Source: an optimization exercise on an open RTL-to-GDS flow (aim: small area). Production flows keep margins and buffers that such runs may drop.
Only simulation tests tie the RTL to the original design; equivalence was not proved.
No driver is modelled on the clock port, so clock power and skew are understated where the tree is cut down; a real chip needs a root buffer or a tree.
Power and IR drop assume default switching activity.

==> flow/design.v (excerpt) <==
module home_automation
    (
        input clk, reset,
        input rx,
        output tx,
        output warning_o, alert_o,
        input AC_push_button,
        input threat,
        input [8-1:0] temparature_i,
        input [8-1:0] WINDOW_STATUS_i,
        input [4-1:0] DOOR_STATUS_i,
        input [11:0] time_i,
        input [7:0] sunlight_level_i,
        output blinds_status_o,
        input wire a,
        input wire b,
        output wire [2:0] led_status,
        input water_meter_status_i,
        input [7:0] home_tap_status_i,
        input gas_meter_i,
        input gas_detector_i,
        input [1:0] stove_status_i,
        output AC_heat_o, AC_cool_o,
        output lock_doors_o, lock_windows_o
    );
export LEC_CHECK = 0
export CAP_MARGIN = 20
export CORE_MARGIN = 2
export CORE_UTILIZATION = 40
export PLACE_DENSITY = 0.6
export SLEW_MARGIN = 20
create_clock -name core_clock -period 10.0 [get_ports {clk}]
standard.sh (not shown) runs the stock make flow with config.mk's settings and CLKGATE_MAP_FILE= SYNTH_SCRIPT=/design/flow/synth_recipe.tcl, a recipe that flattens the netlist after the stock synthesis.
==> flow/flow/run.sh <==
#!/bin/bash
# The standard layout (standard.sh) with these changes:
#  - synthesis is the standard synthesis script with only the ABC mapping
#    script replaced by an area-oriented one (flow/area.abc); registers are
#    mapped before ABC runs, so they are the standard synthesis's registers;
#  - after synthesis (POST_SYNTH hook) every combinational cell is given its
#    smallest drive strength; the standard repair steps resize where needed;
#  - input/output port buffers are sky130_fd_sc_hd__buf_1;
#  - the clock tree uses small clock buffers and no dummy loads.
# All ORFS logs stay under orfs/logs; make's own output goes to standard_flow.log.
set -euo pipefail
HERE=$(pwd)
# synthesis script: synth_recipe.tcl, sourcing a copy of ORFS synth.tcl whose
# abc call uses flow/area.abc as its script
sed 's#log_cmd abc {\*}$abc_args#set si [expr {[lsearch $abc_args -script] + 1}]\nset abc_args [lreplace $abc_args $si $si '"$HERE"'/flow/area.abc]\nlog_cmd abc {*}$abc_args#' \
  "$FLOW_HOME/scripts/synth.tcl" > "$HERE/synth_area.tcl"
grep -q 'flow/area.abc' "$HERE/synth_area.tcl"
sed 's#source $::env(SCRIPTS_DIR)/synth.tcl#source '"$HERE"'/synth_area.tcl#' synth_recipe.tcl > "$HERE/synth_recipe_area.tcl"
grep -q 'synth_area.tcl' "$HERE/synth_recipe_area.tcl"
CTS="-sink_clustering_enable -repair_clock_nets -buf_list {sky130_fd_sc_hd__clkbuf_4 sky130_fd_sc_hd__clkbuf_8} -root_buf sky130_fd_sc_hd__clkbuf_8 -dont_use_dummy_load"
bash standard.sh \
  "SYNTH_SCRIPT=$HERE/synth_recipe_area.tcl" \
  "ABC_AREA=1" \
  "POST_SYNTH_TCL=$HERE/flow/downsize.tcl" \
  "BUFFER_PORTS_ARGS=-buffer_cell sky130_fd_sc_hd__buf_1" \
  "CTS_ARGS=$CTS" \
  finish > standard_flow.log 2>&1
==> flow/flow/area.abc <==
strash
ifraig
scorr
dc2
strash
balance
rewrite
refactor
balance
rewrite
rewrite -z
balance
refactor -z
rewrite -z
balance
dch -f
map -a
topo
dnsize
Other scripts of this flow, unchanged in this note and not shown: flow/flow/downsize.tcl
The baseline passed the timing, DRC and antenna checks.
==> next run, changes <==
==> flow/flow/run.sh (replaced) <==
#!/bin/bash
# The standard layout (standard.sh) with three changes:
#  - after synthesis (POST_SYNTH hook) every combinational cell is given its
#    smallest drive strength; the standard repair steps resize where needed;
#  - input/output port buffers are sky130_fd_sc_hd__buf_1;
#  - the clock tree uses small clock buffers and no dummy loads.
# All ORFS logs stay under orfs/logs; make's own output goes to standard_flow.log.
set -euo pipefail
HERE=$(pwd)
CTS="-sink_clustering_enable -repair_clock_nets -buf_list {sky130_fd_sc_hd__clkbuf_4 sky130_fd_sc_hd__clkbuf_8} -root_buf sky130_fd_sc_hd__clkbuf_8 -dont_use_dummy_load"
bash standard.sh \
  "POST_SYNTH_TCL=$HERE/flow/downsize.tcl" \
  "BUFFER_PORTS_ARGS=-buffer_cell sky130_fd_sc_hd__buf_1" \
  "CTS_ARGS=$CTS" \
  finish > standard_flow.log 2>&1
removed: flow/flow/area.abc
Die area rose by 2.8%.
Combinational power drops by 31%.
Clock-buffer cell count stays the same.
Non-clock buffer count falls by 1.
Clock skew hardly moves.


== v9 ==
home_automation, a different RTL version from the one above (not shown whole).
For scale: ~78 flip-flops, about 71 I/O pins, ~3300 um2 of cells after synthesis.
==> flow/config.mk <==
export PLATFORM = sky130hd
export DESIGN_NAME = home_automation
export DESIGN_NICKNAME = home_automation
export VERILOG_FILES = /design/flow/design.v
export SDC_FILE = /design/flow/constraint.sdc
export NUM_CORES = 4
export LEC_CHECK = 0
export CAP_MARGIN = 20
export CORE_MARGIN = 2
export CORE_UTILIZATION = 40
export PLACE_DENSITY = 0.6
export SLEW_MARGIN = 20
==> flow/constraint.sdc <==
create_clock -name core_clock -period 10.0 [get_ports {clk}]
set_input_delay 2.0000 -clock core_clock [delete_from_list [all_inputs] [get_ports {clk}]]
set_output_delay 2.0000 -clock core_clock [all_outputs]
set_load 0.01 [all_outputs]
==> flow/flow/run.sh <==
#!/bin/bash
# The standard layout (standard.sh) with these changes:
#  - synthesis is the standard synthesis script with only the ABC mapping
#    script replaced by an area-oriented one (flow/area.abc); registers are
#    mapped before ABC runs, so they are the standard synthesis's registers;
#  - after synthesis (POST_SYNTH hook) every combinational cell is given its
#    smallest drive strength; the standard repair steps resize where needed;
#  - input/output port buffers are sky130_fd_sc_hd__buf_1;
#  - the clock tree uses small clock buffers and no dummy loads; after
#    clock_tree_synthesis (POST_CTS hook, flow/clock_tree.tcl) its eight leaf
#    buffers are regrouped into four clusters around the registers' centroids.
# All ORFS logs stay under orfs/logs; make's own output goes to standard_flow.log.
set -euo pipefail
HERE=$(pwd)
# synthesis script: synth_recipe.tcl, sourcing a copy of ORFS synth.tcl whose
# abc call uses flow/area.abc as its script
sed 's#log_cmd abc {\*}$abc_args#set si [expr {[lsearch $abc_args -script] + 1}]\nset abc_args [lreplace $abc_args $si $si '"$HERE"'/flow/area.abc]\nlog_cmd abc {*}$abc_args#' \
  "$FLOW_HOME/scripts/synth.tcl" > "$HERE/synth_area.tcl"
grep -q 'flow/area.abc' "$HERE/synth_area.tcl"
sed 's#source $::env(SCRIPTS_DIR)/synth.tcl#source '"$HERE"'/synth_area.tcl#' synth_recipe.tcl > "$HERE/synth_recipe_area.tcl"
grep -q 'synth_area.tcl' "$HERE/synth_recipe_area.tcl"
CTS="-sink_clustering_enable -repair_clock_nets -buf_list {sky130_fd_sc_hd__clkbuf_4 sky130_fd_sc_hd__clkbuf_8} -root_buf sky130_fd_sc_hd__clkbuf_8 -dont_use_dummy_load"
bash standard.sh "CLK_NO_ROOT=1" \
  "SYNTH_SCRIPT=$HERE/synth_recipe_area.tcl" \
  "ABC_AREA=1" \
  "POST_SYNTH_TCL=$HERE/flow/downsize.tcl" \
  "BUFFER_PORTS_ARGS=-buffer_cell sky130_fd_sc_hd__buf_1" \
  "CTS_ARGS=$CTS" \
  "POST_CTS_TCL=$HERE/flow/clock_tree.tcl" \
  finish > standard_flow.log 2>&1
==> flow/flow/clock_tree.tcl <==
# Merge leaf clock buffers: keep `keep` leaves (those driven by the root),
# move the sinks of each other leaf to the nearest kept one, and give kept
# leaves the master `leaf_master`.
proc merge_clock_leaves { keep leaf_master root_master } {
  set block [ord::get_db_block]
  set db [ord::get_db]
  set clk_net [$block findNet clk]
  set roots {}
  foreach it [$clk_net getITerms] { if { [$it isInputSignal] } { lappend roots [$it getInst] } }
  if { [llength $roots] != 1 } { puts "merge: clock port drives [llength $roots] cells, left as is"; return }
  set root [lindex $roots 0]
  set rout [[$root findITerm X] getNet]
  set leaves {}
  foreach it [$rout getITerms] {
    set inst [$it getInst]
    if { $inst == $root } { continue }
    if { [string match *clkbuf* [[$inst getMaster] getName]] } { lappend leaves $inst }
  }
  # choose kept leaves greedily: farthest-point sampling
  set kept [list [lindex $leaves 0]]
  while { [llength $kept] < $keep && [llength $kept] < [llength $leaves] } {
    set bestd -1; set besti {}
    foreach l $leaves {
      if { [lsearch $kept $l] >= 0 } { continue }
      set lx [lindex [$l getLocation] 0]; set ly [lindex [$l getLocation] 1]
      set md 1e18
      foreach k $kept {
        set d [expr { abs($lx - [lindex [$k getLocation] 0]) + abs($ly - [lindex [$k getLocation] 1]) }]
        if { $d < $md } { set md $d }
      }
      if { $md > $bestd } { set bestd $md; set besti $l }
    }
    lappend kept $besti
  }
  set removed 0
  foreach l $leaves {
    if { [lsearch $kept $l] >= 0 } { continue }
    set lnet [[$l findITerm X] getNet]
    set sinks {}
    foreach sit [$lnet getITerms] { if { [$sit getInst] != $l } { lappend sinks $sit } }
    foreach sit $sinks {
      set bb [[$sit getInst] getLocation]
      set md 1e18; set tgt {}
      foreach k $kept {
        set d [expr { abs([lindex $bb 0] - [lindex [$k getLocation] 0]) + abs([lindex $bb 1] - [lindex [$k getLocation] 1]) }]
        if { $d < $md } { set md $d; set tgt $k }
      }
      $sit disconnect
      $sit connect [[$tgt findITerm X] getNet]
    }
    [$l findITerm A] disconnect
    [$l findITerm X] disconnect
    odb::dbInst_destroy $l
    odb::dbNet_destroy $lnet
    incr removed
  }
  foreach k $kept { $k swapMaster [$db findMaster $leaf_master] }
  $root swapMaster [$db findMaster $root_master]
  puts "merge: removed $removed leaves, kept [llength $kept] ($leaf_master), root $root_master"
}

# Re-cluster the clock sinks: keep `keep` leaf buffers, assign every sink to
# its nearest kept leaf and move each leaf to its cluster's centroid (a few
# Lloyd iterations), with leaf master `leaf_master` and root `root_master`.
proc recluster_clock { keep leaf_master root_master iters } {
  merge_clock_leaves $keep $leaf_master $root_master
  set block [ord::get_db_block]
  set clk_net [$block findNet clk]
  foreach it [$clk_net getITerms] { if { [$it isInputSignal] } { set root [$it getInst] } }
  set rout [[$root findITerm X] getNet]
  set leaves {}
  foreach it [$rout getITerms] {
    set inst [$it getInst]
    if { $inst != $root } { lappend leaves $inst }
  }
  set sinks {}
  foreach l $leaves {
    foreach sit [[[$l findITerm X] getNet] getITerms] { if { [$sit getInst] != $l } { lappend sinks $sit } }
  }
  for { set n 0 } { $n < $iters } { incr n } {
    # centroids
    foreach l $leaves { set sx($l) 0.0; set sy($l) 0.0; set cnt($l) 0 }
    foreach sit $sinks {
      set l [[[$sit getNet] getFirstOutput] getInst]
      set loc [[$sit getInst] getLocation]
      set sx($l) [expr { $sx($l) + [lindex $loc 0] }]
      set sy($l) [expr { $sy($l) + [lindex $loc 1] }]
      incr cnt($l)
    }
    foreach l $leaves {
      if { $cnt($l) > 0 } {
        $l setLocation [expr { int($sx($l) / $cnt($l)) }] [expr { int($sy($l) / $cnt($l)) }]
      }
    }
    # reassign
    foreach sit $sinks {
      set loc [[$sit getInst] getLocation]
      set md 1e18; set tgt {}
      foreach l $leaves {
        set d [expr { abs([lindex $loc 0] - [lindex [$l getLocation] 0]) + abs([lindex $loc 1] - [lindex [$l getLocation] 1]) }]
        if { $d < $md } { set md $d; set tgt $l }
      }
      set tnet [[$tgt findITerm X] getNet]
      if { [$sit getNet] != $tnet } { $sit disconnect; $sit connect $tnet }
    }
  }
  # root at the centroid of the leaves
  set x 0.0; set y 0.0
  foreach l $leaves { set x [expr { $x + [lindex [$l getLocation] 0] }]; set y [expr { $y + [lindex [$l getLocation] 1] }] }
  $root setLocation [expr { int($x / [llength $leaves]) }] [expr { int($y / [llength $leaves]) }]
  foreach l $leaves { puts "recluster: leaf [$l getName] drives [expr {[llength [[[$l findITerm X] getNet] getITerms]] - 1}] sinks" }
}

# POST_CTS hook: the H-tree from clock_tree_synthesis has one root and eight
# leaf buffers; regroup the registers into CLK_LEAVES clusters around their
# centroids, each driven by one leaf buffer, then legalize the placement.
set nleaves 4
if { [info exists ::env(CLK_LEAVES)] } { set nleaves $::env(CLK_LEAVES) }
set leafm sky130_fd_sc_hd__clkbuf_8
if { [info exists ::env(CLK_LEAF_CELL)] } { set leafm $::env(CLK_LEAF_CELL) }
set rootm sky130_fd_sc_hd__clkbuf_4
if { [info exists ::env(CLK_ROOT_CELL)] } { set rootm $::env(CLK_ROOT_CELL) }
recluster_clock $nleaves $leafm $rootm 6
if { [info exists ::env(CLK_NO_ROOT)] && $nleaves <= 4 } {
  set block [ord::get_db_block]
  set clk_net [$block findNet clk]
  foreach it [$clk_net getITerms] { if { [$it isInputSignal] } { set root [$it getInst] } }
  set rnet [[$root findITerm X] getNet]
  set lits {}
  foreach it [$rnet getITerms] { if { [$it getInst] != $root } { lappend lits $it } }
  foreach it $lits { $it disconnect; $it connect $clk_net }
  [$root findITerm A] disconnect
  [$root findITerm X] disconnect
  odb::dbInst_destroy $root
  odb::dbNet_destroy $rnet
  puts "clock_tree: root buffer removed; clock port drives [llength $lits] leaf buffers"
}
detailed_placement
estimate_parasitics -placement
report_clock_skew
Other scripts of this flow, unchanged in this note and not shown: flow/flow/area.abc, flow/flow/downsize.tcl
v9: done, clean on timing, DRC and antenna
For v28, these inputs were changed with respect to v9:
diff --git a/flow/flow/run.sh b/flow/flow/run.sh
--- a/flow/flow/run.sh
+++ b/flow/flow/run.sh
@@ -22,3 +22,3 @@
 CTS="-sink_clustering_enable -repair_clock_nets -buf_list {sky130_fd_sc_hd__clkbuf_4 sky130_fd_sc_hd__clkbuf_8} -root_buf sky130_fd_sc_hd__clkbuf_8 -dont_use_dummy_load"
-bash standard.sh "CLK_NO_ROOT=1" \
+bash standard.sh "CLK_LEAVES=6" \
   "SYNTH_SCRIPT=$HERE/synth_recipe_area.tcl" \
diff --git a/flow/flow/clock_tree.tcl b/flow/flow/clock_tree.tcl
--- a/flow/flow/clock_tree.tcl
+++ b/flow/flow/clock_tree.tcl
@@ -123,16 +123,2 @@
 recluster_clock $nleaves $leafm $rootm 6
-if { [info exists ::env(CLK_NO_ROOT)] && $nleaves <= 4 } {
-  set block [ord::get_db_block]
-  set clk_net [$block findNet clk]
-  foreach it [$clk_net getITerms] { if { [$it isInputSignal] } { set root [$it getInst] } }
-  set rnet [[$root findITerm X] getNet]
-  set lits {}
-  foreach it [$rnet getITerms] { if { [$it getInst] != $root } { lappend lits $it } }
-  foreach it $lits { $it disconnect; $it connect $clk_net }
-  [$root findITerm A] disconnect
-  [$root findITerm X] disconnect
-  odb::dbInst_destroy $root
-  odb::dbNet_destroy $rnet
-  puts "clock_tree: root buffer removed; clock port drives [llength $lits] leaf buffers"
-}
 detailed_placement
--- outcome ---
- A cell with the largest stage delay on the worst path of sky130_fd_sc_hd__dfrtp_1 is what v9 shows, while sky130_fd_sc_hd__fa_1 belongs to v28.
- As far as post-synth area from yosys stat goes, v28 and v9 are indistinguishable; the numbers are identical.
- v28 | stages: all done | timing, DRC, antenna: all pass
- Summary of v28 over v9: total power of the final layout climbed 5.6%, clock skew saw an increase, post-route standard cell area excluding fillers went up, net count reported at finish saw an increase, design internal power moved up.
## Diff of input files: v56 against v28
diff --git a/flow/flow/run.sh b/flow/flow/run.sh
--- a/flow/flow/run.sh
+++ b/flow/flow/run.sh
@@ -22,3 +22,3 @@
 CTS="-sink_clustering_enable -repair_clock_nets -buf_list {sky130_fd_sc_hd__clkbuf_4 sky130_fd_sc_hd__clkbuf_8} -root_buf sky130_fd_sc_hd__clkbuf_8 -dont_use_dummy_load"
-bash standard.sh "CLK_LEAVES=6" \
+bash standard.sh "CLK_ROOT_CELL=sky130_fd_sc_hd__clkbuf_8" \
   "SYNTH_SCRIPT=$HERE/synth_recipe_area.tcl" \
Findings:
There was hardly any difference in fill cell instance count of the final layout between v28 and v56.
Compared with v28, v56 improves final hold slack.
Between v28 and v56, fraction of standard cell area in multi-input logic increased.
Any difference in non-clock buffer count between v56 and v28 is small enough to ignore.
v56 ended up with sky130_fd_sc_hd__dfrtp_1 as its slowest cell on the critical path; v28 ended up with sky130_fd_sc_hd__fa_1.
Summary of v56 over v28: final standard cell area without fillers went down, clock share of power went down by 2.0 points, setup slack +0.036 ns.
Higher sequential share of layout area goes to v56 over v28.
Modified inputs, v59 compared to v56
diff --git a/flow/flow/run.sh b/flow/flow/run.sh
--- a/flow/flow/run.sh
+++ b/flow/flow/run.sh
@@ -22,3 +22,3 @@
 CTS="-sink_clustering_enable -repair_clock_nets -buf_list {sky130_fd_sc_hd__clkbuf_4 sky130_fd_sc_hd__clkbuf_8} -root_buf sky130_fd_sc_hd__clkbuf_8 -dont_use_dummy_load"
-bash standard.sh "CLK_ROOT_CELL=sky130_fd_sc_hd__clkbuf_8" \
+bash standard.sh \
   "SYNTH_SCRIPT=$HERE/synth_recipe_area.tcl" \
[summary]
v59 vs v56, area growth from synthesis to layout went down by 0.19 points. v59 -> v56: routed wire length flat. As far as number of synthesized flops with an enable pin goes, v56 and v59 are indistinguishable; the numbers are identical. Taking v56 as the reference point, the source-to-sink clock delay at the later pin of the worst-skew pair of v59 rises by 0.05 ns. Non-clock buffering overhead in the final layout: v59 vs v56, no meaningful difference. From v56 to v59 the numbers moved as follows: relative contribution of the clock network to total power moved down, actual transition at the worst max-transition pin level. Comparing v59 with v56, the setup slack came out essentially unchanged.

-- what the ideal ports hide --
The flow's constraints put no driver on any port. The routed layouts listed below were extracted and timed again, unchanged, in two steps. Step 1, drivers: a clkbuf_16 drives clk and a buf_2 each remaining input, both assumed. Step 2 times the ports against the registers' clock, not the clock port: input delays grow and output delays shrink by t, the midpoint of the rising clock arrivals with the driver on. Slacks: ideal ports / drivers / drivers and shift; pairs: ideal ports / drivers.
| run | t (ns) | slack for setup (ns) | worst setup path at the end | worst register clock-pin slew, ns |
|---|---|---|---|---|
| the first run of note 1 | 0.360 | 2.833 / 2.833 / 2.833 | register to register | 0.08 / 0.08 |
| the second run of note 1 | 0.363 | 3.088 / 3.088 / 3.088 | register to register | 0.09 / 0.09 |
| v9 | 0.217 | 2.913 / 2.913 / 2.913 | register to register | 0.12 / 0.12 |
| v28 | 0.429 | 2.896 / 2.896 / 2.896 | register to register | 0.11 / 0.11 |
| v56 | 0.353 | 2.931 / 2.931 / 2.931 | register to register | 0.12 / 0.12 |
| v59 | 0.395 | 2.929 / 2.929 / 2.929 | register to register | 0.12 / 0.12 |
After both steps every run listed still meets setup and hold.
